Background: an optimization exercise with open tools, aiming at small area. Do not read the settings as production practice.
The RTL was checked by simulation tests, not by an equivalence proof against the original design.
No activity file was given, so power comes from the tool's default toggle rates.

==> design/flow/design.v <==
module fa_cell (
    input   a,
    input   b,
    input   c,
    output  s,
    output  co
);
    assign s  = a ^ b ^ c;
    assign co = (a & b) | (a & c) | (b & c);
endmodule
module pp_cell (
    input   a,
    input   b,
    output  y
);
    assign y = ~(a & b);
endmodule
module xnor_cell (
    input   a,
    input   b,
    output  y
);
    assign y = ~(a ^ b);
endmodule
module processing_element # (
    parameter DATA_WIDTH = 8
)
(
    input       [4*DATA_WIDTH-1 : 0]    i_fmap  ,    
    input       [4*DATA_WIDTH-1 : 0]    i_weight,    
    input                   [3 : 0]     i_en    ,    
    input                               i_clr   ,    
    output      [2*DATA_WIDTH-1 : 0]    o_sum
);
    wire [255:0] pp;
    wire [31:0]  fg = i_fmap & {{8{i_en[3]}}, {8{i_en[2]}}, {8{i_en[1]}}, {8{i_en[0]}}};
    genvar gr, gi, gj;
    generate for (gr = 0; gr < 4; gr = gr + 1) begin : g_r
        for (gi = 0; gi < 8; gi = gi + 1) begin : g_i
            for (gj = 0; gj < 8; gj = gj + 1) begin : g_j
                pp_cell u_pp (.a(fg[gr*8 + gi]), .b(i_weight[gr*8 + gj]), .y(pp[gr*64 + gi*8 + gj]));
            end
        end
    end endgenerate
    wire t0;
    wire t1;
    fa_cell u2 (.a(pp[0]), .b(pp[64]), .c(pp[128]), .s(t0), .co(t1));
    wire t3;
    wire t4;
    fa_cell u5 (.a(pp[1]), .b(pp[8]), .c(pp[65]), .s(t3), .co(t4));
    wire t6;
    wire t7;
    fa_cell u8 (.a(pp[72]), .b(pp[129]), .c(pp[136]), .s(t6), .co(t7));
    wire t9;
    wire t10;
    fa_cell u11 (.a(t1), .b(t3), .c(t6), .s(t9), .co(t10));
    wire t12;
    xnor_cell u13 (.a(pp[193]), .b(pp[200]), .y(t12));
    wire t14;
    assign t14 = ~(~pp[193] & ~pp[200]);
    wire t15;
    wire t16;
    fa_cell u17 (.a(pp[2]), .b(pp[9]), .c(pp[16]), .s(t15), .co(t16));
    wire t18;
    wire t19;
    fa_cell u20 (.a(pp[66]), .b(pp[73]), .c(pp[80]), .s(t18), .co(t19));
    wire t21;
    wire t22;
    fa_cell u23 (.a(pp[130]), .b(pp[137]), .c(pp[144]), .s(t21), .co(t22));
    wire t24;
    wire t25;
    fa_cell u26 (.a(t4), .b(t7), .c(t15), .s(t24), .co(t25));
    wire t27;
    wire t28;
    fa_cell u29 (.a(t18), .b(t21), .c(pp[194]), .s(t27), .co(t28));
    wire t30;
    wire t31;
    fa_cell u32 (.a(pp[201]), .b(pp[208]), .c(t10), .s(t30), .co(t31));
    wire t33;
    wire t34;
    fa_cell u35 (.a(t14), .b(t24), .c(t27), .s(t33), .co(t34));
    wire t36;
    wire t37;
    fa_cell u38 (.a(pp[3]), .b(pp[10]), .c(pp[17]), .s(t36), .co(t37));
    wire t39;
    wire t40;
    fa_cell u41 (.a(pp[24]), .b(pp[67]), .c(pp[74]), .s(t39), .co(t40));
    wire t42;
    wire t43;
    fa_cell u44 (.a(pp[81]), .b(pp[88]), .c(pp[131]), .s(t42), .co(t43));
    wire t45;
    wire t46;
    fa_cell u47 (.a(pp[138]), .b(pp[145]), .c(pp[152]), .s(t45), .co(t46));
    wire t48;
    wire t49;
    fa_cell u50 (.a(t16), .b(t19), .c(t22), .s(t48), .co(t49));
    wire t51;
    wire t52;
    fa_cell u53 (.a(t36), .b(t39), .c(t42), .s(t51), .co(t52));
    wire t54;
    wire t55;
    fa_cell u56 (.a(t45), .b(pp[195]), .c(pp[202]), .s(t54), .co(t55));
    wire t57;
    wire t58;
    fa_cell u59 (.a(pp[209]), .b(pp[216]), .c(t25), .s(t57), .co(t58));
    wire t60;
    wire t61;
    fa_cell u62 (.a(t48), .b(t28), .c(t51), .s(t60), .co(t61));
    wire t63;
    wire t64;
    fa_cell u65 (.a(t54), .b(t31), .c(t57), .s(t63), .co(t64));
    wire t66;
    xnor_cell u67 (.a(t34), .b(t60), .y(t66));
    wire t68;
    assign t68 = ~(~t34 & ~t60);
    wire t69;
    wire t70;
    fa_cell u71 (.a(pp[4]), .b(pp[11]), .c(pp[18]), .s(t69), .co(t70));
    wire t72;
    wire t73;
    fa_cell u74 (.a(pp[25]), .b(pp[32]), .c(pp[68]), .s(t72), .co(t73));
    wire t75;
    wire t76;
    fa_cell u77 (.a(pp[75]), .b(pp[82]), .c(pp[89]), .s(t75), .co(t76));
    wire t78;
    wire t79;
    fa_cell u80 (.a(pp[96]), .b(pp[132]), .c(pp[139]), .s(t78), .co(t79));
    wire t81;
    wire t82;
    fa_cell u83 (.a(pp[146]), .b(pp[153]), .c(pp[160]), .s(t81), .co(t82));
    wire t84;
    wire t85;
    fa_cell u86 (.a(t37), .b(t40), .c(t43), .s(t84), .co(t85));
    wire t87;
    wire t88;
    fa_cell u89 (.a(t46), .b(t69), .c(t72), .s(t87), .co(t88));
    wire t90;
    wire t91;
    fa_cell u92 (.a(t75), .b(t78), .c(t81), .s(t90), .co(t91));
    wire t93;
    wire t94;
    fa_cell u95 (.a(pp[196]), .b(pp[203]), .c(pp[210]), .s(t93), .co(t94));
    wire t96;
    wire t97;
    fa_cell u98 (.a(pp[217]), .b(pp[224]), .c(t49), .s(t96), .co(t97));
    wire t99;
    wire t100;
    fa_cell u101 (.a(t52), .b(t84), .c(t87), .s(t99), .co(t100));
    wire t102;
    wire t103;
    fa_cell u104 (.a(t90), .b(t55), .c(t93), .s(t102), .co(t103));
    wire t105;
    wire t106;
    fa_cell u107 (.a(t96), .b(t58), .c(t61), .s(t105), .co(t106));
    wire t108;
    wire t109;
    fa_cell u110 (.a(t99), .b(t102), .c(t64), .s(t108), .co(t109));
    wire t111;
    xnor_cell u112 (.a(t68), .b(t105), .y(t111));
    wire t113;
    assign t113 = ~(~t68 & ~t105);
    wire t114;
    wire t115;
    fa_cell u116 (.a(pp[5]), .b(pp[12]), .c(pp[19]), .s(t114), .co(t115));
    wire t117;
    wire t118;
    fa_cell u119 (.a(pp[26]), .b(pp[33]), .c(pp[40]), .s(t117), .co(t118));
    wire t120;
    wire t121;
    fa_cell u122 (.a(pp[69]), .b(pp[76]), .c(pp[83]), .s(t120), .co(t121));
    wire t123;
    wire t124;
    fa_cell u125 (.a(pp[90]), .b(pp[97]), .c(pp[104]), .s(t123), .co(t124));
    wire t126;
    wire t127;
    fa_cell u128 (.a(pp[133]), .b(pp[140]), .c(pp[147]), .s(t126), .co(t127));
    wire t129;
    wire t130;
    fa_cell u131 (.a(pp[154]), .b(pp[161]), .c(pp[168]), .s(t129), .co(t130));
    wire t132;
    wire t133;
    fa_cell u134 (.a(t70), .b(t73), .c(t76), .s(t132), .co(t133));
    wire t135;
    wire t136;
    fa_cell u137 (.a(t79), .b(t82), .c(t114), .s(t135), .co(t136));
    wire t138;
    wire t139;
    fa_cell u140 (.a(t117), .b(t120), .c(t123), .s(t138), .co(t139));
    wire t141;
    wire t142;
    fa_cell u143 (.a(t126), .b(t129), .c(pp[197]), .s(t141), .co(t142));
    wire t144;
    wire t145;
    fa_cell u146 (.a(pp[204]), .b(pp[211]), .c(pp[218]), .s(t144), .co(t145));
    wire t147;
    wire t148;
    fa_cell u149 (.a(pp[225]), .b(pp[232]), .c(t85), .s(t147), .co(t148));
    wire t150;
    wire t151;
    fa_cell u152 (.a(t88), .b(t91), .c(t132), .s(t150), .co(t151));
    wire t153;
    wire t154;
    fa_cell u155 (.a(t135), .b(t138), .c(t94), .s(t153), .co(t154));
    wire t156;
    wire t157;
    fa_cell u158 (.a(t141), .b(t144), .c(t97), .s(t156), .co(t157));
    wire t159;
    wire t160;
    fa_cell u161 (.a(t147), .b(t100), .c(t150), .s(t159), .co(t160));
    wire t162;
    wire t163;
    fa_cell u164 (.a(t153), .b(t103), .c(t156), .s(t162), .co(t163));
    wire t165;
    wire t166;
    fa_cell u167 (.a(t106), .b(t159), .c(t162), .s(t165), .co(t166));
    wire t168;
    xnor_cell u169 (.a(t109), .b(t113), .y(t168));
    wire t170;
    assign t170 = ~(~t109 & ~t113);
    wire t171;
    wire t172;
    fa_cell u173 (.a(pp[6]), .b(pp[13]), .c(pp[20]), .s(t171), .co(t172));
    wire t174;
    wire t175;
    fa_cell u176 (.a(pp[27]), .b(pp[34]), .c(pp[41]), .s(t174), .co(t175));
    wire t177;
    wire t178;
    fa_cell u179 (.a(pp[48]), .b(pp[70]), .c(pp[77]), .s(t177), .co(t178));
    wire t180;
    wire t181;
    fa_cell u182 (.a(pp[84]), .b(pp[91]), .c(pp[98]), .s(t180), .co(t181));
    wire t183;
    wire t184;
    fa_cell u185 (.a(pp[105]), .b(pp[112]), .c(pp[134]), .s(t183), .co(t184));
    wire t186;
    wire t187;
    fa_cell u188 (.a(pp[141]), .b(pp[148]), .c(pp[155]), .s(t186), .co(t187));
    wire t189;
    wire t190;
    fa_cell u191 (.a(pp[162]), .b(pp[169]), .c(pp[176]), .s(t189), .co(t190));
    wire t192;
    wire t193;
    fa_cell u194 (.a(t115), .b(t118), .c(t121), .s(t192), .co(t193));
    wire t195;
    wire t196;
    fa_cell u197 (.a(t124), .b(t127), .c(t130), .s(t195), .co(t196));
    wire t198;
    wire t199;
    fa_cell u200 (.a(t171), .b(t174), .c(t177), .s(t198), .co(t199));
    wire t201;
    wire t202;
    fa_cell u203 (.a(t180), .b(t183), .c(t186), .s(t201), .co(t202));
    wire t204;
    wire t205;
    fa_cell u206 (.a(t189), .b(pp[198]), .c(pp[205]), .s(t204), .co(t205));
    wire t207;
    wire t208;
    fa_cell u209 (.a(pp[212]), .b(pp[219]), .c(pp[226]), .s(t207), .co(t208));
    wire t210;
    wire t211;
    fa_cell u212 (.a(pp[233]), .b(pp[240]), .c(t133), .s(t210), .co(t211));
    wire t213;
    wire t214;
    fa_cell u215 (.a(t136), .b(t139), .c(t192), .s(t213), .co(t214));
    wire t216;
    wire t217;
    fa_cell u218 (.a(t195), .b(t142), .c(t198), .s(t216), .co(t217));
    wire t219;
    wire t220;
    fa_cell u221 (.a(t201), .b(t145), .c(t204), .s(t219), .co(t220));
    wire t222;
    wire t223;
    fa_cell u224 (.a(t207), .b(t148), .c(t210), .s(t222), .co(t223));
    wire t225;
    wire t226;
    fa_cell u227 (.a(t151), .b(t213), .c(t154), .s(t225), .co(t226));
    wire t228;
    wire t229;
    fa_cell u230 (.a(t216), .b(t219), .c(t157), .s(t228), .co(t229));
    wire t231;
    wire t232;
    fa_cell u233 (.a(t222), .b(t160), .c(t225), .s(t231), .co(t232));
    wire t234;
    wire t235;
    fa_cell u236 (.a(t163), .b(t228), .c(t231), .s(t234), .co(t235));
    wire t237;
    xnor_cell u238 (.a(t170), .b(t166), .y(t237));
    wire t239;
    assign t239 = ~(~t170 & ~t166);
    wire t240;
    wire t241;
    fa_cell u242 (.a(pp[7]), .b(pp[14]), .c(pp[21]), .s(t240), .co(t241));
    wire t243;
    wire t244;
    fa_cell u245 (.a(pp[28]), .b(pp[35]), .c(pp[42]), .s(t243), .co(t244));
    wire t246;
    wire t247;
    fa_cell u248 (.a(pp[49]), .b(pp[56]), .c(pp[71]), .s(t246), .co(t247));
    wire t249;
    wire t250;
    fa_cell u251 (.a(pp[78]), .b(pp[85]), .c(pp[92]), .s(t249), .co(t250));
    wire t252;
    wire t253;
    fa_cell u254 (.a(pp[99]), .b(pp[106]), .c(pp[113]), .s(t252), .co(t253));
    wire t255;
    wire t256;
    fa_cell u257 (.a(pp[120]), .b(pp[135]), .c(pp[142]), .s(t255), .co(t256));
    wire t258;
    wire t259;
    fa_cell u260 (.a(pp[149]), .b(pp[156]), .c(pp[163]), .s(t258), .co(t259));
    wire t261;
    wire t262;
    fa_cell u263 (.a(pp[170]), .b(pp[177]), .c(pp[184]), .s(t261), .co(t262));
    wire t264;
    wire t265;
    fa_cell u266 (.a(t172), .b(t175), .c(t178), .s(t264), .co(t265));
    wire t267;
    wire t268;
    fa_cell u269 (.a(t181), .b(t184), .c(t187), .s(t267), .co(t268));
    wire t270;
    wire t271;
    fa_cell u272 (.a(t190), .b(t240), .c(t243), .s(t270), .co(t271));
    wire t273;
    wire t274;
    fa_cell u275 (.a(t246), .b(t249), .c(t252), .s(t273), .co(t274));
    wire t276;
    wire t277;
    fa_cell u278 (.a(t255), .b(t258), .c(t261), .s(t276), .co(t277));
    wire t279;
    wire t280;
    fa_cell u281 (.a(pp[199]), .b(pp[206]), .c(pp[213]), .s(t279), .co(t280));
    wire t282;
    wire t283;
    fa_cell u284 (.a(pp[220]), .b(pp[227]), .c(pp[234]), .s(t282), .co(t283));
    wire t285;
    wire t286;
    fa_cell u287 (.a(pp[241]), .b(pp[248]), .c(t193), .s(t285), .co(t286));
    wire t288;
    wire t289;
    fa_cell u290 (.a(t196), .b(t199), .c(t202), .s(t288), .co(t289));
    wire t291;
    wire t292;
    fa_cell u293 (.a(t264), .b(t267), .c(t270), .s(t291), .co(t292));
    wire t294;
    wire t295;
    fa_cell u296 (.a(t273), .b(t276), .c(t205), .s(t294), .co(t295));
    wire t297;
    wire t298;
    fa_cell u299 (.a(t208), .b(t279), .c(t282), .s(t297), .co(t298));
    wire t300;
    wire t301;
    fa_cell u302 (.a(t211), .b(t285), .c(t214), .s(t300), .co(t301));
    wire t303;
    wire t304;
    fa_cell u305 (.a(t288), .b(t217), .c(t291), .s(t303), .co(t304));
    wire t306;
    wire t307;
    fa_cell u308 (.a(t220), .b(t294), .c(t297), .s(t306), .co(t307));
    wire t309;
    wire t310;
    fa_cell u311 (.a(t223), .b(t300), .c(t226), .s(t309), .co(t310));
    wire t312;
    wire t313;
    fa_cell u314 (.a(t303), .b(t229), .c(t306), .s(t312), .co(t313));
    wire t315;
    wire t316;
    fa_cell u317 (.a(t309), .b(t232), .c(t312), .s(t315), .co(t316));
    wire t318;
    xnor_cell u319 (.a(t235), .b(t239), .y(t318));
    wire t320;
    assign t320 = ~(~t235 & ~t239);
    wire t321;
    wire t322;
    fa_cell u323 (.a(pp[15]), .b(pp[22]), .c(pp[29]), .s(t321), .co(t322));
    wire t324;
    wire t325;
    fa_cell u326 (.a(pp[36]), .b(pp[43]), .c(pp[50]), .s(t324), .co(t325));
    wire t327;
    wire t328;
    fa_cell u329 (.a(pp[57]), .b(pp[79]), .c(pp[86]), .s(t327), .co(t328));
    wire t330;
    wire t331;
    fa_cell u332 (.a(pp[93]), .b(pp[100]), .c(pp[107]), .s(t330), .co(t331));
    wire t333;
    wire t334;
    fa_cell u335 (.a(pp[114]), .b(pp[121]), .c(pp[143]), .s(t333), .co(t334));
    wire t336;
    wire t337;
    fa_cell u338 (.a(pp[150]), .b(pp[157]), .c(pp[164]), .s(t336), .co(t337));
    wire t339;
    wire t340;
    fa_cell u341 (.a(pp[171]), .b(pp[178]), .c(pp[185]), .s(t339), .co(t340));
    wire t342;
    wire t343;
    fa_cell u344 (.a(t241), .b(t244), .c(t247), .s(t342), .co(t343));
    wire t345;
    wire t346;
    fa_cell u347 (.a(t250), .b(t253), .c(t256), .s(t345), .co(t346));
    wire t348;
    wire t349;
    fa_cell u350 (.a(t259), .b(t262), .c(t321), .s(t348), .co(t349));
    wire t351;
    wire t352;
    fa_cell u353 (.a(t324), .b(t327), .c(t330), .s(t351), .co(t352));
    wire t354;
    wire t355;
    fa_cell u356 (.a(t333), .b(t336), .c(t339), .s(t354), .co(t355));
    wire t357;
    wire t358;
    fa_cell u359 (.a(pp[207]), .b(pp[214]), .c(pp[221]), .s(t357), .co(t358));
    wire t360;
    wire t361;
    fa_cell u362 (.a(pp[228]), .b(pp[235]), .c(pp[242]), .s(t360), .co(t361));
    wire t363;
    wire t364;
    fa_cell u365 (.a(pp[249]), .b(t265), .c(t268), .s(t363), .co(t364));
    wire t366;
    wire t367;
    fa_cell u368 (.a(t271), .b(t274), .c(t277), .s(t366), .co(t367));
    wire t369;
    wire t370;
    fa_cell u371 (.a(t342), .b(t345), .c(t348), .s(t369), .co(t370));
    wire t372;
    wire t373;
    fa_cell u374 (.a(t351), .b(t354), .c(t280), .s(t372), .co(t373));
    wire t375;
    wire t376;
    fa_cell u377 (.a(t283), .b(t357), .c(t360), .s(t375), .co(t376));
    wire t378;
    wire t379;
    fa_cell u380 (.a(t286), .b(t363), .c(t289), .s(t378), .co(t379));
    wire t381;
    wire t382;
    fa_cell u383 (.a(t292), .b(t366), .c(t295), .s(t381), .co(t382));
    wire t384;
    wire t385;
    fa_cell u386 (.a(t369), .b(t372), .c(t298), .s(t384), .co(t385));
    wire t387;
    wire t388;
    fa_cell u389 (.a(t375), .b(t301), .c(t378), .s(t387), .co(t388));
    wire t390;
    wire t391;
    fa_cell u392 (.a(t304), .b(t381), .c(t307), .s(t390), .co(t391));
    wire t393;
    wire t394;
    fa_cell u395 (.a(t384), .b(t310), .c(t387), .s(t393), .co(t394));
    wire t396;
    wire t397;
    fa_cell u398 (.a(t313), .b(t390), .c(t393), .s(t396), .co(t397));
    wire t399;
    wire t400;
    fa_cell u401 (.a(t316), .b(t320), .c(t396), .s(t399), .co(t400));
    wire t402;
    wire t403;
    fa_cell u404 (.a(pp[23]), .b(pp[30]), .c(pp[37]), .s(t402), .co(t403));
    wire t405;
    wire t406;
    fa_cell u407 (.a(pp[44]), .b(pp[51]), .c(pp[58]), .s(t405), .co(t406));
    wire t408;
    wire t409;
    fa_cell u410 (.a(pp[87]), .b(pp[94]), .c(pp[101]), .s(t408), .co(t409));
    wire t411;
    wire t412;
    fa_cell u413 (.a(pp[108]), .b(pp[115]), .c(pp[122]), .s(t411), .co(t412));
    wire t414;
    wire t415;
    fa_cell u416 (.a(pp[151]), .b(pp[158]), .c(pp[165]), .s(t414), .co(t415));
    wire t417;
    wire t418;
    fa_cell u419 (.a(pp[172]), .b(pp[179]), .c(pp[186]), .s(t417), .co(t418));
    wire t420;
    wire t421;
    fa_cell u422 (.a(t322), .b(t325), .c(t328), .s(t420), .co(t421));
    wire t423;
    wire t424;
    fa_cell u425 (.a(t331), .b(t334), .c(t337), .s(t423), .co(t424));
    wire t426;
    wire t427;
    fa_cell u428 (.a(t340), .b(t402), .c(t405), .s(t426), .co(t427));
    wire t429;
    wire t430;
    fa_cell u431 (.a(t408), .b(t411), .c(t414), .s(t429), .co(t430));
    wire t432;
    wire t433;
    fa_cell u434 (.a(t417), .b(pp[215]), .c(pp[222]), .s(t432), .co(t433));
    wire t435;
    wire t436;
    fa_cell u437 (.a(pp[229]), .b(pp[236]), .c(pp[243]), .s(t435), .co(t436));
    wire t438;
    wire t439;
    fa_cell u440 (.a(pp[250]), .b(t343), .c(t346), .s(t438), .co(t439));
    wire t441;
    wire t442;
    fa_cell u443 (.a(t349), .b(t352), .c(t355), .s(t441), .co(t442));
    wire t444;
    wire t445;
    fa_cell u446 (.a(t420), .b(t423), .c(t426), .s(t444), .co(t445));
    wire t447;
    wire t448;
    fa_cell u449 (.a(t429), .b(t358), .c(t361), .s(t447), .co(t448));
    wire t450;
    wire t451;
    fa_cell u452 (.a(t432), .b(t435), .c(t364), .s(t450), .co(t451));
    wire t453;
    wire t454;
    fa_cell u455 (.a(t438), .b(t367), .c(t370), .s(t453), .co(t454));
    wire t456;
    wire t457;
    fa_cell u458 (.a(t441), .b(t373), .c(t444), .s(t456), .co(t457));
    wire t459;
    wire t460;
    fa_cell u461 (.a(t447), .b(t376), .c(t450), .s(t459), .co(t460));
    wire t462;
    wire t463;
    fa_cell u464 (.a(t379), .b(t453), .c(t382), .s(t462), .co(t463));
    wire t465;
    wire t466;
    fa_cell u467 (.a(t456), .b(t385), .c(t459), .s(t465), .co(t466));
    wire t468;
    wire t469;
    fa_cell u470 (.a(t388), .b(t462), .c(t391), .s(t468), .co(t469));
    wire t471;
    wire t472;
    fa_cell u473 (.a(t465), .b(t394), .c(t468), .s(t471), .co(t472));
    wire t474;
    wire t475;
    fa_cell u476 (.a(t397), .b(t471), .c(t400), .s(t474), .co(t475));
    wire t477;
    wire t478;
    fa_cell u479 (.a(pp[31]), .b(pp[38]), .c(pp[45]), .s(t477), .co(t478));
    wire t480;
    wire t481;
    fa_cell u482 (.a(pp[52]), .b(pp[59]), .c(pp[95]), .s(t480), .co(t481));
    wire t483;
    wire t484;
    fa_cell u485 (.a(pp[102]), .b(pp[109]), .c(pp[116]), .s(t483), .co(t484));
    wire t486;
    wire t487;
    fa_cell u488 (.a(pp[123]), .b(pp[159]), .c(pp[166]), .s(t486), .co(t487));
    wire t489;
    wire t490;
    fa_cell u491 (.a(pp[173]), .b(pp[180]), .c(pp[187]), .s(t489), .co(t490));
    wire t492;
    wire t493;
    fa_cell u494 (.a(t403), .b(t406), .c(t409), .s(t492), .co(t493));
    wire t495;
    wire t496;
    fa_cell u497 (.a(t412), .b(t415), .c(t418), .s(t495), .co(t496));
    wire t498;
    wire t499;
    fa_cell u500 (.a(t477), .b(t480), .c(t483), .s(t498), .co(t499));
    wire t501;
    wire t502;
    fa_cell u503 (.a(t486), .b(t489), .c(pp[223]), .s(t501), .co(t502));
    wire t504;
    wire t505;
    fa_cell u506 (.a(pp[230]), .b(pp[237]), .c(pp[244]), .s(t504), .co(t505));
    wire t507;
    wire t508;
    fa_cell u509 (.a(pp[251]), .b(t421), .c(t424), .s(t507), .co(t508));
    wire t510;
    wire t511;
    fa_cell u512 (.a(t427), .b(t430), .c(t492), .s(t510), .co(t511));
    wire t513;
    wire t514;
    fa_cell u515 (.a(t495), .b(t498), .c(t433), .s(t513), .co(t514));
    wire t516;
    wire t517;
    fa_cell u518 (.a(t436), .b(t501), .c(t504), .s(t516), .co(t517));
    wire t519;
    wire t520;
    fa_cell u521 (.a(t439), .b(t507), .c(t442), .s(t519), .co(t520));
    wire t522;
    wire t523;
    fa_cell u524 (.a(t445), .b(t510), .c(t448), .s(t522), .co(t523));
    wire t525;
    wire t526;
    fa_cell u527 (.a(t513), .b(t516), .c(t451), .s(t525), .co(t526));
    wire t528;
    wire t529;
    fa_cell u530 (.a(t454), .b(t519), .c(t457), .s(t528), .co(t529));
    wire t531;
    wire t532;
    fa_cell u533 (.a(t522), .b(t460), .c(t525), .s(t531), .co(t532));
    wire t534;
    wire t535;
    fa_cell u536 (.a(t463), .b(t528), .c(t466), .s(t534), .co(t535));
    wire t537;
    wire t538;
    fa_cell u539 (.a(t531), .b(t469), .c(t534), .s(t537), .co(t538));
    wire t540;
    wire t541;
    fa_cell u542 (.a(t472), .b(t537), .c(t475), .s(t540), .co(t541));
    wire t543;
    wire t544;
    fa_cell u545 (.a(pp[39]), .b(pp[46]), .c(pp[53]), .s(t543), .co(t544));
    wire t546;
    wire t547;
    fa_cell u548 (.a(pp[60]), .b(pp[103]), .c(pp[110]), .s(t546), .co(t547));
    wire t549;
    wire t550;
    fa_cell u551 (.a(pp[117]), .b(pp[124]), .c(pp[167]), .s(t549), .co(t550));
    wire t552;
    wire t553;
    fa_cell u554 (.a(pp[174]), .b(pp[181]), .c(pp[188]), .s(t552), .co(t553));
    wire t555;
    wire t556;
    fa_cell u557 (.a(t478), .b(t481), .c(t484), .s(t555), .co(t556));
    wire t558;
    wire t559;
    fa_cell u560 (.a(t487), .b(t490), .c(t543), .s(t558), .co(t559));
    wire t561;
    wire t562;
    fa_cell u563 (.a(t546), .b(t549), .c(t552), .s(t561), .co(t562));
    wire t564;
    wire t565;
    fa_cell u566 (.a(pp[231]), .b(pp[238]), .c(pp[245]), .s(t564), .co(t565));
    wire t567;
    wire t568;
    fa_cell u569 (.a(pp[252]), .b(t493), .c(t496), .s(t567), .co(t568));
    wire t570;
    wire t571;
    fa_cell u572 (.a(t499), .b(t555), .c(t558), .s(t570), .co(t571));
    wire t573;
    wire t574;
    fa_cell u575 (.a(t502), .b(t561), .c(t505), .s(t573), .co(t574));
    wire t576;
    wire t577;
    fa_cell u578 (.a(t564), .b(t508), .c(t567), .s(t576), .co(t577));
    wire t579;
    wire t580;
    fa_cell u581 (.a(t511), .b(t514), .c(t570), .s(t579), .co(t580));
    wire t582;
    wire t583;
    fa_cell u584 (.a(t517), .b(t573), .c(t520), .s(t582), .co(t583));
    wire t585;
    wire t586;
    fa_cell u587 (.a(t576), .b(t523), .c(t579), .s(t585), .co(t586));
    wire t588;
    wire t589;
    fa_cell u590 (.a(t526), .b(t582), .c(t529), .s(t588), .co(t589));
    wire t591;
    wire t592;
    fa_cell u593 (.a(t585), .b(t532), .c(t588), .s(t591), .co(t592));
    wire t594;
    wire t595;
    fa_cell u596 (.a(t535), .b(t591), .c(t538), .s(t594), .co(t595));
    wire t597;
    wire t598;
    fa_cell u599 (.a(pp[47]), .b(pp[54]), .c(pp[61]), .s(t597), .co(t598));
    wire t600;
    wire t601;
    fa_cell u602 (.a(pp[111]), .b(pp[118]), .c(pp[125]), .s(t600), .co(t601));
    wire t603;
    wire t604;
    fa_cell u605 (.a(pp[175]), .b(pp[182]), .c(pp[189]), .s(t603), .co(t604));
    wire t606;
    wire t607;
    fa_cell u608 (.a(t544), .b(t547), .c(t550), .s(t606), .co(t607));
    wire t609;
    wire t610;
    fa_cell u611 (.a(t553), .b(t597), .c(t600), .s(t609), .co(t610));
    wire t612;
    wire t613;
    fa_cell u614 (.a(t603), .b(pp[239]), .c(pp[246]), .s(t612), .co(t613));
    wire t615;
    wire t616;
    fa_cell u617 (.a(pp[253]), .b(t556), .c(t559), .s(t615), .co(t616));
    wire t618;
    wire t619;
    fa_cell u620 (.a(t562), .b(t606), .c(t609), .s(t618), .co(t619));
    wire t621;
    wire t622;
    fa_cell u623 (.a(t565), .b(t612), .c(t568), .s(t621), .co(t622));
    wire t624;
    wire t625;
    fa_cell u626 (.a(t571), .b(t615), .c(t574), .s(t624), .co(t625));
    wire t627;
    wire t628;
    fa_cell u629 (.a(t618), .b(t621), .c(t577), .s(t627), .co(t628));
    wire t630;
    wire t631;
    fa_cell u632 (.a(t580), .b(t624), .c(t583), .s(t630), .co(t631));
    wire t633;
    wire t634;
    fa_cell u635 (.a(t627), .b(t586), .c(t630), .s(t633), .co(t634));
    wire t636;
    wire t637;
    fa_cell u638 (.a(t589), .b(t633), .c(t592), .s(t636), .co(t637));
    wire t639;
    wire t640;
    fa_cell u641 (.a(pp[55]), .b(pp[62]), .c(pp[119]), .s(t639), .co(t640));
    wire t642;
    wire t643;
    fa_cell u644 (.a(pp[126]), .b(pp[183]), .c(pp[190]), .s(t642), .co(t643));
    wire t645;
    wire t646;
    fa_cell u647 (.a(t598), .b(t601), .c(t604), .s(t645), .co(t646));
    wire t648;
    wire t649;
    fa_cell u650 (.a(t639), .b(t642), .c(pp[247]), .s(t648), .co(t649));
    wire t651;
    wire t652;
    fa_cell u653 (.a(pp[254]), .b(t607), .c(t610), .s(t651), .co(t652));
    wire t654;
    wire t655;
    fa_cell u656 (.a(t645), .b(t613), .c(t648), .s(t654), .co(t655));
    wire t657;
    wire t658;
    fa_cell u659 (.a(t616), .b(t651), .c(t619), .s(t657), .co(t658));
    wire t660;
    wire t661;
    fa_cell u662 (.a(t654), .b(t622), .c(t625), .s(t660), .co(t661));
    wire t663;
    wire t664;
    fa_cell u665 (.a(t657), .b(t628), .c(t660), .s(t663), .co(t664));
    wire t666;
    wire t667;
    fa_cell u668 (.a(t631), .b(t663), .c(t634), .s(t666), .co(t667));
    wire t669;
    wire t670;
    fa_cell u671 (.a(pp[63]), .b(pp[127]), .c(pp[191]), .s(t669), .co(t670));
    wire t672;
    wire t673;
    fa_cell u674 (.a(t640), .b(t643), .c(t669), .s(t672), .co(t673));
    wire t675;
    wire t676;
    fa_cell u677 (.a(pp[255]), .b(t646), .c(t672), .s(t675), .co(t676));
    wire t678;
    wire t679;
    fa_cell u680 (.a(t649), .b(t652), .c(t675), .s(t678), .co(t679));
    wire t681;
    wire t682;
    fa_cell u683 (.a(t655), .b(t658), .c(t678), .s(t681), .co(t682));
    wire t684;
    wire t685;
    fa_cell u686 (.a(t661), .b(t681), .c(t664), .s(t684), .co(t685));
    wire t687;
    xnor_cell u688 (.a(t0), .b(pp[192]), .y(t687));
    wire t689;
    assign t689 = ~(~t0 & ~pp[192]);
    wire t690;
    wire t691;
    fa_cell u692 (.a(t12), .b(t689), .c(t9), .s(t690), .co(t691));
    wire t693;
    wire t694;
    fa_cell u695 (.a(t30), .b(t691), .c(t33), .s(t693), .co(t694));
    wire t696;
    wire t697;
    fa_cell u698 (.a(t63), .b(t66), .c(t694), .s(t696), .co(t697));
    wire t699;
    wire t700;
    fa_cell u701 (.a(t111), .b(t108), .c(t697), .s(t699), .co(t700));
    wire t702;
    wire t703;
    fa_cell u704 (.a(t168), .b(t165), .c(t700), .s(t702), .co(t703));
    wire t705;
    wire t706;
    fa_cell u707 (.a(t237), .b(t234), .c(t703), .s(t705), .co(t706));
    wire t708;
    wire t709;
    fa_cell u710 (.a(t315), .b(t318), .c(t706), .s(t708), .co(t709));
    wire t711;
    xnor_cell u712 (.a(t399), .b(t709), .y(t711));
    wire t713;
    assign t713 = ~(~t399 & ~t709);
    wire t714;
    xnor_cell u715 (.a(t474), .b(t713), .y(t714));
    wire t716;
    assign t716 = ~(~t474 & ~t713);
    wire t717;
    xnor_cell u718 (.a(t540), .b(t716), .y(t717));
    wire t719;
    assign t719 = ~(~t540 & ~t716);
    wire t720;
    wire t721;
    fa_cell u722 (.a(t594), .b(t541), .c(t719), .s(t720), .co(t721));
    wire t723;
    xnor_cell u724 (.a(t636), .b(t595), .y(t723));
    wire t725;
    assign t725 = ~(~t636 & ~t595);
    wire t726;
    wire t727;
    fa_cell u728 (.a(t666), .b(t637), .c(t725), .s(t726), .co(t727));
    wire t729;
    wire t730;
    fa_cell u731 (.a(t684), .b(t667), .c(t727), .s(t729), .co(t730));
    wire t732;
    assign t732 = t670 ^ t673;
    wire t733;
    assign t733 = t732 ^ t676;
    wire t734;
    assign t734 = t733 ^ t679;
    wire t735;
    assign t735 = t734 ^ t682;
    wire t736;
    assign t736 = t735 ^ t685;
    wire t737;
    assign t737 = t736 ^ t730;
    wire t738;
    xnor_cell u739 (.a(t636), .b(t595), .y(t738));
    wire t740;
    assign t740 = ~(~t636 | ~t595);
    wire t741;
    wire t742;
    fa_cell u743 (.a(t666), .b(t637), .c(t740), .s(t741), .co(t742));
    wire t744;
    wire t745;
    fa_cell u746 (.a(t684), .b(t667), .c(t742), .s(t744), .co(t745));
    wire t747;
    assign t747 = t670 ^ t673;
    wire t748;
    assign t748 = t747 ^ t676;
    wire t749;
    assign t749 = t748 ^ t679;
    wire t750;
    assign t750 = t749 ^ t682;
    wire t751;
    assign t751 = t750 ^ t685;
    wire t752;
    assign t752 = t751 ^ t745;
    wire t753;
    assign t753 = ~t721 ? t738 : ~t723;
    wire t754;
    assign t754 = ~t721 ? ~t741 : ~t726;
    wire t755;
    assign t755 = ~t721 ? ~t744 : ~t729;
    wire t756;
    assign t756 = ~t721 ? ~t752 : ~t737;
    assign o_sum[0] = ~i_clr & ~t687;
    assign o_sum[1] = ~i_clr & ~t690;
    assign o_sum[2] = ~i_clr & ~t693;
    assign o_sum[3] = ~i_clr & ~t696;
    assign o_sum[4] = ~i_clr & ~t699;
    assign o_sum[5] = ~i_clr & ~t702;
    assign o_sum[6] = ~i_clr & ~t705;
    assign o_sum[7] = ~i_clr & ~t708;
    assign o_sum[8] = ~i_clr & ~t711;
    assign o_sum[9] = ~i_clr & ~t714;
    assign o_sum[10] = ~i_clr & ~t717;
    assign o_sum[11] = ~i_clr & ~t720;
    assign o_sum[12] = ~i_clr & t753;
    assign o_sum[13] = ~i_clr & t754;
    assign o_sum[14] = ~i_clr & t755;
    assign o_sum[15] = ~i_clr & t756;
endmodule
module ws_systolic_array # (
    parameter DATA_WIDTH = 8
)
(
    input                           clk         ,
    input                           rstn        ,
    input                           i_start     ,
    input       [DATA_WIDTH-1 : 0]  i_w_col_1   ,    
    input       [DATA_WIDTH-1 : 0]  i_w_col_2   ,    
    input       [DATA_WIDTH-1 : 0]  i_w_col_3   ,    
    input       [DATA_WIDTH-1 : 0]  i_w_col_4   ,    
    input       [DATA_WIDTH-1 : 0]  i_f_row_1   ,    
    input       [DATA_WIDTH-1 : 0]  i_f_row_2   ,    
    input       [DATA_WIDTH-1 : 0]  i_f_row_3   ,    
    input       [DATA_WIDTH-1 : 0]  i_f_row_4   ,    
    output    [2*DATA_WIDTH-1 : 0]  o_p_col_1   ,    
    output    [2*DATA_WIDTH-1 : 0]  o_p_col_2   ,    
    output    [2*DATA_WIDTH-1 : 0]  o_p_col_3   ,    
    output    [2*DATA_WIDTH-1 : 0]  o_p_col_4        
);
    localparam DW = DATA_WIDTH;
    reg                 r_load;
    reg     [1 : 0]     r_cnt;
    always @ (posedge clk) begin
        if (!rstn) begin
            r_load <= 1'b0;
            r_cnt  <= 2'd0;
        end else if (r_load) begin
            r_cnt  <= r_cnt + 1'b1;
            if (r_cnt == 2'd3) r_load <= 1'b0;
        end else if (i_start) begin
            r_load <= 1'b1;
        end
    end
    wire z = r_load | ~rstn;     
    reg     [2 : 0]     r_clr;
    reg     [5 : 0]     r_shf;
    reg                 r_wok;
    wire    [2 : 0]     clr_nx = {r_clr[1:0], 1'b1} & {3{~z}};
    wire    [5 : 0]     shf_nx = !rstn ? 6'd0 : (r_load ? r_shf : {r_shf[4:0], 1'b1});
    wire                wok_nx = rstn & (r_wok | r_load);
    always @ (posedge clk) begin
        r_clr <= clr_nx;
        r_shf <= shf_nx;
        r_wok <= wok_nx;
    end
    reg     [DW-1 : 0]  r_w [1:4][1:4];      
    wire    [DW-1 : 0]  w_in [1:4];
    assign w_in[1] = i_w_col_1;
    assign w_in[2] = i_w_col_2;
    assign w_in[3] = i_w_col_3;
    assign w_in[4] = i_w_col_4;
    integer r, c;
    always @ (posedge clk) begin
        if (r_load) begin
            for (c = 1; c <= 4; c = c + 1) begin
                r_w[1][c] <= w_in[c];
                for (r = 2; r <= 4; r = r + 1)
                    r_w[r][c] <= r_w[r-1][c];
            end
        end
    end
    reg     [DW-1 : 0]  r_f1 [1:6];
    reg     [DW-1 : 0]  r_f2 [1:5];
    reg     [DW-1 : 0]  r_f3 [1:4];
    reg     [DW-1 : 0]  r_f4 [1:3];
    always @ (posedge clk) begin
        if (!r_load) begin
            r_f1[1] <= i_f_row_1;  r_f1[2] <= r_f1[1];  r_f1[3] <= r_f1[2];
            r_f2[1] <= i_f_row_2;  r_f2[2] <= r_f2[1];  r_f2[3] <= r_f2[2];
            r_f3[1] <= i_f_row_3;  r_f3[2] <= r_f3[1];  r_f3[3] <= r_f3[2];
            r_f4[1] <= i_f_row_4;  r_f4[2] <= r_f4[1];  r_f4[3] <= r_f4[2];
        end
        r_f1[4] <= r_f1[3];  r_f1[5] <= r_f1[4];  r_f1[6] <= r_f1[5];
        r_f2[4] <= r_f2[3];  r_f2[5] <= r_f2[4];
        r_f3[4] <= r_f3[3];
    end
    wire    [3 : 0]     live_nx;                 
    assign live_nx[3] = wok_nx;                  
    assign live_nx[2] = wok_nx & clr_nx[0];      
    assign live_nx[1] = wok_nx & clr_nx[1];      
    assign live_nx[0] = wok_nx & clr_nx[2];      
    wire    [DW-1 : 0]  tap [1:4][1:4];          
    wire  [2*DW-1 : 0]  sum [1:4];
    assign tap[4][1] = i_f_row_4;
    assign tap[4][2] = r_f4[1];
    assign tap[4][3] = r_f4[2];
    assign tap[4][4] = r_f4[3];
    assign tap[3][1] = r_f3[1];
    assign tap[3][2] = r_f3[2];
    assign tap[3][3] = r_f3[3];
    assign tap[3][4] = r_f3[4];
    assign tap[2][1] = r_f2[2];
    assign tap[2][2] = r_f2[3];
    assign tap[2][3] = r_f2[4];
    assign tap[2][4] = r_f2[5];
    assign tap[1][1] = r_f1[3];
    assign tap[1][2] = r_f1[4];
    assign tap[1][3] = r_f1[5];
    assign tap[1][4] = r_f1[6];
    reg     [3 : 0]     r_en [1:4];              
    always @ (posedge clk) begin
        r_en[1] <= live_nx;
        r_en[2] <= live_nx & {shf_nx[0], shf_nx[1], shf_nx[2], shf_nx[3]};
        r_en[3] <= live_nx & {shf_nx[1], shf_nx[2], shf_nx[3], shf_nx[4]};
        r_en[4] <= live_nx & {shf_nx[2], shf_nx[3], shf_nx[4], shf_nx[5]};
    end
    genvar gc;
    generate for (gc = 1; gc <= 4; gc = gc + 1) begin : g_col
        processing_element # (.DATA_WIDTH(DW)) u_mac (
            .i_fmap   ({tap[4][gc], tap[3][gc], tap[2][gc], tap[1][gc]}),
            .i_weight ({r_w[4][gc], r_w[3][gc], r_w[2][gc], r_w[1][gc]}),
            .i_en     (r_en[gc]),
            .i_clr    (z),
            .o_sum    (sum[gc])
        );
    end endgenerate
    reg   [2*DW-1 : 0]  r_p [1:4];
    always @ (posedge clk) begin
        for (c = 1; c <= 4; c = c + 1)
            r_p[c] <= sum[c];
    end
    assign o_p_col_1 = r_p[1];
    assign o_p_col_2 = r_p[2];
    assign o_p_col_3 = r_p[3];
    assign o_p_col_4 = r_p[4];
endmodule
==> design/flow/run.sh <==
#!/bin/bash
# synth_recipe.tcl (not shown) runs the flow's synth.tcl, then flattens the netlist and writes it again
# the make line also repeats each setting of config.mk as NAME=value (left out here)
make -C /OpenROAD-flow-scripts/flow DESIGN_CONFIG=/design/flow/config.mk WORK_HOME=/design/flow/orfs CLKGATE_MAP_FILE= SYNTH_SCRIPT=/design/flow/synth_recipe.tcl finish
==> design/flow/config.mk <==
export PLATFORM = sky130hd
export DESIGN_NAME = ws_systolic_array
export DESIGN_NICKNAME = ws_systolic_array
export VERILOG_FILES = /design/flow/design.v
export SDC_FILE = /design/flow/constraint.sdc
export NUM_CORES = 4
export LEC_CHECK = 0
export CAP_MARGIN = 20
export CORE_MARGIN = 2
export CORE_UTILIZATION = 40
export GPL_TIMING_DRIVEN = 0
export SLEW_MARGIN = 20
export SYNTH_HIERARCHICAL = 1
export SYNTH_MINIMUM_KEEP_SIZE = 0
==> design/flow/constraint.sdc <==
create_clock -name core_clock -period 7.5 [get_ports {clk}]
set_input_delay 1.5000 -clock core_clock [delete_from_list [all_inputs] [get_ports {clk}]]
set_output_delay 1.5000 -clock core_clock [all_outputs]
set_load 0.01 [all_outputs]
==> flow_summary.json, run 1 <==
{
  "outcome": "timing/DRC/antenna clean",
  "fin_cells": 4067,
  "final_layout_size_suffix_gt1_frac": 0.0483,
  "synth_flop_cell": "edfxtp_1",
  "post_cts_buffers": 0,
  "clk_pin_slew_ps": 70,
  "drt_iter0_markers": 1587,
  "yosysSeqAreaShare": 0.274,
  "worstSkewPairLatency_ps": 600,
  "hold_viol": 0,
  "met3_usage": 0.0385,
  "grtUsageMet2": 0.373,
  "final_max_slew_viol_count": 0,
  "rows": 107,
  "cts_hold_buf": 0,
  "antenna_found_initial": 1,
  "synth_warnings": 21,
  "synth-edff-count": 224,
  "drt-vias-per-instance": 5.31,
  "grt_pass1_wl_um": 150000,
  "fillers": 7641,
  "critPathMaxStageDelay_ps": 530,
  "dpl-instance-area_mm2": 0.0375,
  "worstSetupEndpointType": "flip-flop",
  "synth.distinct_cells": 27,
  "place_hpwl_um": 78200,
  "die_area_mm2": 0.0890,
  "critPathRequiredTime_ps": 7980,
  "yosysTopAreaCellShare": 0.543,
  "io-pin-count": 131,
  "drv_cap": 0,
  "initial_core_util": 0.405,
  "area_delta_synth_final_pct": 12.8,
  "drt-wirelength-per-cell_um": 23.4,
  "fin_setup_tns_ps": 0,
  "crit_top_cell": "fa_1",
  "grt_use_met1": 0.292,
  "fin_ws_ps": 276,
  "critPathMaxFanout": 8,
  "yosys-top-cells-area": "fa_1, edfxtp_1, nand2_1",
  "rsz0062_at_grt": "no",
  "cts.sinks": 362,
  "cts_tree": "yes",
  "htree_levels": 2,
  "grt_busiest_layer": "met2",
  "layout.nets": 3893,
  "dp_worst_setup_slack_ps": -584,
  "fmax_mhz": 138,
  "worst_pin_slew_ps": 828,
  "cp_slowest_cell": "fa_1",
  "drtPass1Iterations": 6,
  "cp_cell_sequence": "and2_1 > nand2_1 > fa_1 > fa_1 > fa_1 > fa_1 > fa_1 > fa_1 > fa_1 > fa_1 > fa_1 > fa_1 > or2_2 > fa_1 > mux2i_1 > xnor2_1 > xnor2_1 > nor2_1",
  "worstPathArrival_ps": 7700,
  "drc": 0,
  "min_period_ps": 7220,
  "grt.overflow.total": 0,
  "ctsLongestPathBuffers": 3,
  "power.density_mw_per_mm2": 141,
  "die_w_um": 298,
  "grt.total_usage": 0.221,
  "synth_top_area_cell": "fa_1",
  "core_mm2": 0.0855,
  "numCtsBuffers": 45,
  "crit_type": "reg -> reg",
  "syn_inst": 2704,
  "gp_congestion": 0.936,
  "synthArstFlopShare": 0,
  "io_buffers": 130,
  "setup_viol": 0,
  "vias": 21578,
  "drtAntennaViolNets": 0,
  "critPathLaunchType": "flip-flop",
  "hold_slack_ps": 350,
  "finish.instance_area_mm2": 0.0391,
  "synth_area_mm2": 0.0346,
  "placed_cells": 3982,
  "power_leakage_nw": 7.59,
  "slew_headroom": 0.447,
  "irDropWorstVdd_mv": 0.149,
  "fin_skew_ps": 19.8,
  "grt_max_degree": 63,
  "ys_ff_latch": 362,
  "die_y_um": 298,
  "wl_um": 95000,
  "syn-num-nets": 3712,
  "min_path_type": "reg -> reg",
  "syn-mean-instance-area_um2": 12.8,
  "cts_root_buf": "clkbuf_16",
  "fin_crit_sh": 0.963,
  "grt_pass1_vias": 25415
}
==> metrics by stage <==
step                utilization  total power [W]
floorplan                     -          0.00288
global placement          0.437          0.00324
detailed placement        0.438          0.00323
CTS                       0.456          0.00559
global route              0.457          0.00574
finish                    0.457          0.00550
==> Yosys cell counts, types with 5 or more instances <==
cell type / instances
and3_1: 6
or2_2: 24
dfxtp_1: 138
and2_1: 139
nand2_1: 1024
a211oi_1: 12
or3_1: 8
xor2_1: 5
xnor2_1: 68
mux2i_1: 10
fa_1: 940
nor2_1: 56
clkbuf_1: 9
nor2b_1: 15
edfxtp_1: 224
==> cell usage in the layout, fill, tap and decap left out, drive strengths merged, types with 6 or more instances in the layout <==
master / Yosys / layout
a211oi: 12 / 12
and2: 139 / 139
and3: 6 / 6
buf: 3 / 7
clkbuf: 9 / 66
clkdlybuf4s50: 0 / 130
clkinv: 0 / 11
dfxtp: 138 / 138
edfxtp: 224 / 224
fa: 940 / 940
inv: 2 / 14
mux2i: 10 / 10
nand2: 1024 / 1024
nor2: 56 / 56
nor2b: 15 / 15
or2: 28 / 28
or3: 16 / 16
xnor2: 68 / 68
==> where the power goes <==
part / internal (W) / switching, W / leakage (nW)
logic: 0.000314 / 0.000361 / 3.49
registers: 0.00231 / 0.000210 / 3.32
clock network: 0.00134 / 0.000969 / 0.782
==> flip-flops by register name, summed over array words and instances (netlist names) <==
register	flops
r_en	16
r_w	128
r_p	64
r_load	1
r_f1	48
r_shf	5
r_f4	24
r_f3	32
r_f2	40
r_clr	2
r_cnt	2
==> path summary, 6_finish.rpt <==
path	startpoint	to	slack, ps	cells after the start
setup / recovery	r_en[3][0]$_DFF_P_	r_p[3][15]$_DFF_P_	280	18
hold / removal	r_f2[4][4]$_DFF_P_	r_f2[5][4]$_DFF_P_	350	0
setup reg to reg	r_en[3][0]$_DFF_P_	r_p[3][15]$_DFF_P_	280	18
hold reg to reg	r_f2[4][4]$_DFF_P_	r_f2[5][4]$_DFF_P_	350	0
==> critical path, delay by kind of cell (launching register included) <==
family | cells | cell delay, ps
adders and majority gates | 11 | 5140
and+or+nand+nor | 4 | 990
DFF | 1 | 420
xor gates and xnor gates | 2 | 300
muxes | 1 | 250
==> layout make-up <==
| type | instances | area, um2 | share of cell area |
|---|---|---|---|
| multi-input cells | 2328 | 25100 | 0.643 |
| inverters | 2 | 10.0 | 0.000256 |
| clock inverters | 27 | 294 | 0.00752 |
| plain buffers | 12 | 63.8 | 0.00163 |
| diodes | 1 | 2.50 | 0.0000640 |
| clock buffers | 57 | 1280 | 0.0328 |
| repair buffers | 134 | 1390 | 0.0355 |
| flip-flops and latches | 362 | 9490 | 0.243 |
| well taps | 1144 | 1430 | 0.0366 |
==> layer usage <==
metal | part of all wire | vias up | wire [um]
li1 | - | 8828 | -
met1 | 0.40 | 11596 | 38100
met2 | 0.50 | 973 | 47300
met3 | 0.070 | 181 | 6620
met4 | 0.032 | 0 | 3040
met5 | 0 | - | 0
==> per-module statistics from Yosys, one instance, submodules excluded, excerpt <==
module / cells inside / area, um2 / flops+latches
fa_cell: 1 / 20.0 / 0
pp_cell: 1 / 3.75 / 0
ws_systolic_array: 404 / 9800 / 362
xnor_cell: 1 / 8.76 / 0
==> cells by family (layout without fill, tap and decap cells) <==
kind of cell,count (synthesis),after routing,synth area share
buf+inv,14,232,0.00206
flops,362,362,0.274
xor+xnor,73,73,0.0185
fa+ha+maj,941,941,0.543
other cells,0,1,0
mux,10,10,0.00289
simple gates,1287,1287,0.155
compound gates,17,17,0.00383
==> repair_timing <==
item	CTS	global route
endpoints found under the setup margin	0	3
resized for setup	0	17
endpoints found under the hold margin	0	0
==> inputs of run 2 (changes only) <==
--- a/design/flow/config.mk
+++ b/design/flow/config.mk
@@ -9,5 +9,4 @@
 export CORE_MARGIN = 2
 export CORE_UTILIZATION = 40
-export GPL_TIMING_DRIVEN = 0
 export SLEW_MARGIN = 20
 export SYNTH_HIERARCHICAL = 1
==> flow_summary.json, run 2 <==
{
  "p_comb_frac": 0.131,
  "synth-compound-area-share": 0.00383,
  "grt.total_usage": 0.225,
  "wl_um": 96400,
  "reg_top3": "r_w x128, r_p x64, r_f1 x48",
  "yosys-top-cells-area": "fa_1, edfxtp_1, nand2_1",
  "die_w_um": 298,
  "io-pin-count": 131,
  "crit_top_cell": "fa_1",
  "numCtsBuffers": 45,
  "drv_cap": 0,
  "die_area_mm2": 0.0890,
  "power_leakage_nw": 7.95,
  "yosysMostFrequentCell": "nand2_1",
  "irDropWorstVdd_mv": 0.175,
  "rows": 107,
  "worstPathArrival_ps": 7630,
  "fillers": 7721,
  "ctsLongestPathBuffers": 3,
  "cp_slowest_cell": "fa_1",
  "drt-vias-per-instance": 5.25,
  "fin_skew_ps": 20.9,
  "layout.nets": 3968,
  "vias": 21750,
  "grt.overflow.total": 0,
  "worstSetupEndpointType": "flip-flop",
  "placed_cells": 4057,
  "critPathMaxStageDelay_ps": 550,
  "initial_core_util": 0.405,
  "mostFrequentLayoutCells": "nand2_1, fa_1, edfxtp_1",
  "slew_headroom": 0.287,
  "multiInputGateArea_mm2": 0.0251,
  "synth-edff-count": 224,
  "fin_setup_tns_ps": 0,
  "grt_pass1_vias": 25535,
  "final_layout_size_suffix_gt1_frac": 0.0687,
  "synthArstFlopShare": 0,
  "p_clk_frac": 0.413,
  "hold_slack_ps": 364,
  "switching_share": 0.279,
  "post_cts_buffers": 0,
  "htree_levels": 2,
  "ys_ff_latch": 362,
  "crit_type": "reg -> reg",
  "synth.distinct_cells": 27,
  "min_path_type": "reg -> reg",
  "synthAdderAreaFrac": 0.543,
  "cp_cell_sequence": "and2_1 > nand2_1 > fa_1 > fa_1 > fa_1 > fa_1 > fa_1 > fa_1 > fa_1 > fa_1 > fa_1 > fa_1 > or2_2 > fa_1 > mux2i_1 > xnor2_1 > xnor2_1 > nor2_1",
  "hold_viol": 0,
  "synth_area_mm2": 0.0346,
  "min_period_ps": 7170,
  "synth_top_family_by_area": "adder cells",
  "largest_register_ffs": 128,
  "synth_warnings": 21,
  "setup_viol": 0,
  "outcome": "timing/DRC/antenna clean",
  "cts_hold_buf": 0,
  "p_switching_w": 0.00154,
  "yosysTopAreaCellShare": 0.543,
  "seqPwrFrac": 0.456,
  "grt_max_degree": 83,
  "dpl-instance-area_mm2": 0.0380,
  "critPathLaunchType": "flip-flop",
  "m1WireLength_um": 39700,
  "cts_root_buf": "clkbuf_16",
  "critPathMaxFanout": 8,
  "drt-wirelength-per-cell_um": 23.3,
  "synth-xor-area-share": 0.0185,
  "intPower_w": 0.00398,
  "cts_tree": "yes",
  "wl_met2_um": 47200,
  "syn-mean-instance-area_um2": 12.8,
  "place_hpwl_um": 80500,
  "worstSkewPairLatency_ps": 610,
  "layout_commonest_cell": "nand2_1",
  "syn_inst": 2704,
  "final-seq-area_mm2": 0.00949,
  "rsz0062_at_grt": "no",
  "top_layer": "met4",
  "critPathRequiredTime_ps": 7960,
  "area_delta_synth_final_pct": 14.2,
  "antenna_found_initial": 1,
  "power.density_mw_per_mm2": 139,
  "drtAntennaViolNets": 0,
  "cts.sinks": 362,
  "io_buffers": 130,
  "clk_pin_slew_ps": 70,
  "fin_crit_sh": 0.956,
  "drc": 0,
  "synth_top_area_cell": "fa_1",
  "grt_pass1_wl_um": 152000,
  "syn-num-nets": 3712,
  "synth.top_cells.by_count": "nand2_1, fa_1, edfxtp_1",
  "drtPass1Iterations": 8,
  "worst_pin_slew_ps": 1070,
  "die_y_um": 298,
  "core_mm2": 0.0855,
  "synthSimpleGateAreaFrac": 0.155,
  "fin_cells": 4141,
  "antenna_cells": 0,
  "drt_iter0_markers": 1342,
  "gp_congestion": 0.974,
  "wl_met3_um": 6360,
  "final_max_slew_viol_count": 0,
  "fmax_mhz": 139,
  "finish.instance_area_mm2": 0.0396,
  "largest-register": "r_w",
  "muxShareOfSynthArea": 0.00289,
  "yosysSeqAreaShare": 0.274,
  "synth_flop_cell": "edfxtp_1"
}
run 2: changes by cell type in the layout (fill, tap and decap cells not counted), sizes merged:
cell / previous run / this run
clkinv: 11 / 9
clkinvlp: 1 / 2
inv: 14 / 9
clkbuf: 66 / 63
buf: 7 / 91
diode: 1 / 0
run 2: final timing paths:
check	start	endpoint	slack, ps	depth (start not counted)
setup / recovery	r_en[2][0]$_DFF_P_	r_p[2][15]$_DFF_P_	330	18
setup reg to reg	r_en[2][0]$_DFF_P_	r_p[2][15]$_DFF_P_	330	18
hold reg to reg	r_f2[4][7]$_DFF_P_	r_f2[5][7]$_DFF_P_	360	0
hold / removal	r_f2[4][7]$_DFF_P_	r_f2[5][7]$_DFF_P_	360	0
run 2: layout make-up:
type	instances	area share
Tap cell	1144	0.0362
Clock buffer	63	0.0327
Timing Repair Buffer	221	0.0508
Multi-Input combinational cell	2328	0.634
Sequential cell	362	0.240
Inverter	2	0.000253
Clock inverter	21	0.00638
run 2: modules after synthesis (local to each module, per instance), excerpt:
module	copies in the design	area, um2
ws_systolic_array	1	9800
fa_cell	940	20.0
pp_cell	1024	3.75
xnor_cell	48	8.76
run 2: cell families after synthesis:
| group | after synthesis |
|---|---|
| multiplexers | 10 |
| adder cells (fa/ha/maj) | 941 |
| AND/OR/NAND/NOR | 1287 |
| buffers and inverters | 14 |
| flip-flops | 362 |
| XOR/XNOR | 73 |
| AO/OA/AOI/OAI | 17 |
run 2: per-layer routing:
metal	track usage	up-vias
li1	-	8965
met1	0.303	11719
met3	0.0357	169
met5	0	-
met4	0.0751	0
met2	0.374	897
run 2: what timing repair did:
item                                    in CTS  in global routing
endpoints found under the hold margin        0                  0
endpoints found under the setup margin       0                  1
resized for setup                            0                  2
run 2: worst max-delay path, delay by kind of cell, from the launching register on:
| kind | cells | cell delay, ps |
|---|---|---|
| mux | 1 | 250 |
| fa+ha+maj | 11 | 5140 |
| xor+xnor | 2 | 300 |
| flops | 1 | 420 |
| simple gates | 4 | 930 |
run 2: stage by stage:
stage	utilization	setup WS [ps]	total power, W
4_1_cts	0.463	241	0.00560
3_5_place_dp	0.445	-336	0.00328
2_1_floorplan	-	512	0.00288
5_1_grt	0.463	7.49	0.00576
3_3_place_gp	0.445	-268	0.00327
6_report	0.463	330	0.00552
run 2: power by group through the flow:
| stage | combinational (W) | sequential, W | clock, W |
|---|---|---|---|
| final | 0.000723 | 0.00251 | 0.00228 |
| after global routing | 0.000812 | 0.00253 | 0.00242 |
| after CTS | 0.000738 | 0.00251 | 0.00235 |
| after detailed placement | 0.000729 | 0.00255 | 0 |
| after global placement | 0.000720 | 0.00255 | 0 |
| after floorplan | 0.000406 | 0.00248 | 0 |
==> inputs of run 3 (changes only) <==
==> design/flow/flow/run.sh (new file) <==
#!/bin/bash
# The standard layout (standard.sh, unchanged synthesis), with two changes:
# the port buffers use the smallest buffer cell, and the clock tree is built
# without dummy loads.  make's output goes to standard.log.
set -euo pipefail
cd "$(dirname "$0")/.."
bash standard.sh \
  "BUFFER_PORTS_ARGS=-buffer_cell sky130_fd_sc_hd__buf_1" \
  "CTS_ARGS=-sink_clustering_enable -repair_clock_nets -dont_use_dummy_load" \
  finish > standard.log 2>&1
==> design/flow/standard.sh (new file) <==
#!/bin/bash
# synth_recipe.tcl (not shown) runs the flow's synth.tcl, then flattens the netlist and writes it again
# the make line also repeats each setting of config.mk as NAME=value (left out here)
make -C /OpenROAD-flow-scripts/flow DESIGN_CONFIG=/design/flow/config.mk WORK_HOME=/design/flow/orfs CLKGATE_MAP_FILE= SYNTH_SCRIPT=/design/flow/synth_recipe.tcl "${@:-finish}"
removed: design/flow/run.sh
==> flow_summary.json, run 3 <==
{
  "reg_top3": "r_w x128, r_p x64, r_f1 x48",
  "crit_type": "reg -> reg",
  "worstSkewPairLatency_ps": 600,
  "vias": 21284,
  "critPathLaunchType": "flip-flop",
  "antenna_cells": 0,
  "dp_worst_setup_slack_ps": 165,
  "worstPathArrival_ps": 7630,
  "final_layout_size_suffix_gt1_frac": 0.0469,
  "top_layer": "met4",
  "die_y_um": 298,
  "io-pin-count": 131,
  "fin_setup_tns_ps": 0,
  "antenna_found_initial": 1,
  "min_path_type": "reg -> reg",
  "synth_flop_cell": "edfxtp_1",
  "fin_skew_ps": 58.8,
  "post_cts_buffers": 0,
  "ys_ff_latch": 362,
  "worst_pin_slew_ps": 822,
  "syn_inst": 2704,
  "gp_congestion": 0.936,
  "min_period_ps": 7200,
  "syn-mean-instance-area_um2": 12.8,
  "numCtsBuffers": 45,
  "slew_headroom": 0.452,
  "critPathMaxFanout": 8,
  "clk_pin_slew_ps": 50,
  "grt_pass1_vias": 24045,
  "drc": 0,
  "wl_met2_um": 43700,
  "synth_area_mm2": 0.0346,
  "synth.top_cells.by_count": "nand2_1, fa_1, edfxtp_1",
  "wl_um": 91300,
  "die_w_um": 298,
  "power.density_mw_per_mm2": 131,
  "rows": 107,
  "power_leakage_nw": 7.23,
  "io_buffers": 130,
  "total_power_w": 0.00499,
  "drt-vias-per-instance": 5.24,
  "yosysSeqAreaShare": 0.274,
  "drtPass1Iterations": 7,
  "cts.sinks": 362,
  "yosysMostFrequentCell": "nand2_1",
  "cts_repair_resize_count": 0,
  "yosys-top-cells-area": "fa_1, edfxtp_1, nand2_1",
  "synth_warnings": 21,
  "cts_tree": "yes",
  "fin_ws_ps": 300,
  "place_hpwl_um": 75700,
  "layout_commonest_cell": "nand2_1",
  "cts_hold_buf": 0,
  "drv_cap": 0,
  "fmax_mhz": 139,
  "setup_viol": 0,
  "grt.total_usage": 0.214,
  "wl_met3_um": 7050,
  "ctsLongestPathBuffers": 3,
  "synth.distinct_cells": 27,
  "outcome": "timing/DRC/antenna clean",
  "fin_crit_sh": 0.960,
  "drt_iter0_markers": 1630,
  "grt.overflow.total": 0,
  "htree_levels": 2,
  "initial_core_util": 0.405,
  "hold_viol": 0,
  "rsz0062_at_grt": "no",
  "synth-edff-count": 224,
  "layout.nets": 3930,
  "irDropWorstVdd_mv": 0.170,
  "synth_top_area_cell": "fa_1",
  "synthArstFlopShare": 0,
  "cts_root_buf": "clkbuf_16",
  "drtAntennaViolNets": 0,
  "worstSetupEndpointType": "flip-flop",
  "final_max_slew_viol_count": 0,
  "m1WireLength_um": 37300,
  "fin_util": 0.445,
  "grt_pass1_wl_um": 144000,
  "largest_register_ffs": 128,
  "drt-wirelength-per-cell_um": 22.5,
  "die_area_mm2": 0.0890,
  "largest-register": "r_w",
  "mostFrequentLayoutCells": "nand2_1, fa_1, edfxtp_1",
  "yosysTopAreaCellShare": 0.543,
  "grt_max_degree": 58,
  "area_delta_synth_final_pct": 9.77,
  "critPathRequiredTime_ps": 7930,
  "syn-num-nets": 3712,
  "core_mm2": 0.0855
}
run 3: logic make-up after synthesis:
| group | count (synthesis) | synth area share |
|---|---|---|
| adders and majority gates | 941 | 0.543 |
| muxes | 10 | 0.00289 |
| buffers and inverters | 14 | 0.00206 |
| and+or+nand+nor | 1287 | 0.155 |
| xor gates and xnor gates | 73 | 0.0185 |
| AOI/OAI and AO/OA | 17 | 0.00383 |
| DFF | 362 | 0.274 |
run 3: final cells by class:
| class | instances | area [um2] |
|---|---|---|
| clock buffer | 45 | 1130 |
| fill | 7917 | 47500 |
| inverter | 2 | 10.0 |
| multi-input combinational | 2328 | 25100 |
| sequential | 362 | 9490 |
| tap | 1144 | 1430 |
| timing repair buffer | 183 | 886 |
run 3: metal layers:
layer | GRT usage | up-vias
met1 | 0.296 | 11318
met4 | 0.0729 | 0
met5 | 0 | -
met2 | 0.345 | 960
met3 | 0.0338 | 145
li1 | - | 8861
run 3: stage by stage:
step / hold slack (ps) / area, um2 / instances
3_5_place_dp: 333 / 36900 / 4019
3_3_place_gp: 334 / 36900 / 4019
5_1_grt: 357 / 38000 / 4064
2_1_floorplan: 324 / 34600 / 2704
6_report: 348 / 38000 / 4064
4_1_cts: 345 / 38000 / 4064
run 3: power by group:
group | leakage, nW | internal [W] | total, W | switching, W
sequential | 3.32 | 0.00231 | 0.00252 | 0.000211
combinational | 3.36 | 0.000253 | 0.000617 | 0.000364
clock | 0.555 | 0.00104 | 0.00186 | 0.000812
run 3: modules after synthesis, one instance, submodules excluded, excerpt:
| module | cells | cell area (um2) | flip-flops and latches |
|---|---|---|---|
| xnor_cell | 1 | 8.76 | 0 |
| pp_cell | 1 | 3.75 | 0 |
| ws_systolic_array | 404 | 9800 | 362 |
| fa_cell | 1 | 20.0 | 0 |
run 3: worst max-delay path, cell delays in order, from the launching register on:
cell	delay, ps
dfxtp_1	430
and2_1	400
nand2_1	150
fa_1	470
fa_1	530
fa_1	520
fa_1	540
fa_1	430
fa_1	500
fa_1	420
fa_1	390
fa_1	400
fa_1	470
or2_2	320
fa_1	500
mux2i_1	220
xnor2_1	160
xnor2_1	140
nor2_1	50
run 3: final timing paths:
kind	start	cells past startpoint	slack, ps	to
worst max-delay path	r_en[2][0]$_DFF_P_	18	300	r_p[2][15]$_DFF_P_
worst min-delay path	r_f2[4][7]$_DFF_P_	0	350	r_f2[5][7]$_DFF_P_
worst max register to register	r_en[2][0]$_DFF_P_	18	300	r_p[2][15]$_DFF_P_
worst min register to register	r_f2[4][7]$_DFF_P_	0	350	r_f2[5][7]$_DFF_P_

-- what the ideal ports hide --
The flow's constraints put no driver on any port. The routed layouts listed below were extracted and timed again, unchanged, in two steps. Step 1 (the two cells are an assumption about what drives the block):
set clk [get_ports {clk}]
set_driving_cell -lib_cell sky130_fd_sc_hd__clkbuf_16 $clk
set_driving_cell -lib_cell sky130_fd_sc_hd__buf_2 [delete_from_list [all_inputs] $clk]
Step 2 times the ports against the registers' clock, not the clock port: input delays grow and output delays shrink by t, the midpoint of the rising clock arrivals with the driver on. a / b / c = no drivers / after step 1 / after step 2; a / b = the first two.
run | shift t [ns] | setup WS [ns] | hold WS [ns] | worst setup path at the end | worst slew at a driven data input, ns
run 1 | 0.652 | 0.276 / 0.276 / -0.360 | 0.350 / 0.350 / 0.350 | input to register | 0.14
run 2 | 0.660 | 0.330 / 0.330 / -0.281 | 0.364 / 0.364 / 0.364 | input to register | 0.04
run 3 | 0.627 | 0.300 / 0.300 / 0.207 | 0.348 / 0.348 / 0.348 | input to register | 0.05
Met with ideal ports but missed after step 2: setup timing in run 1 and run 2. For run 1, which loses most, drivers alone change the setup slack by 0.000 ns; drivers and shift together by -0.636 ns.
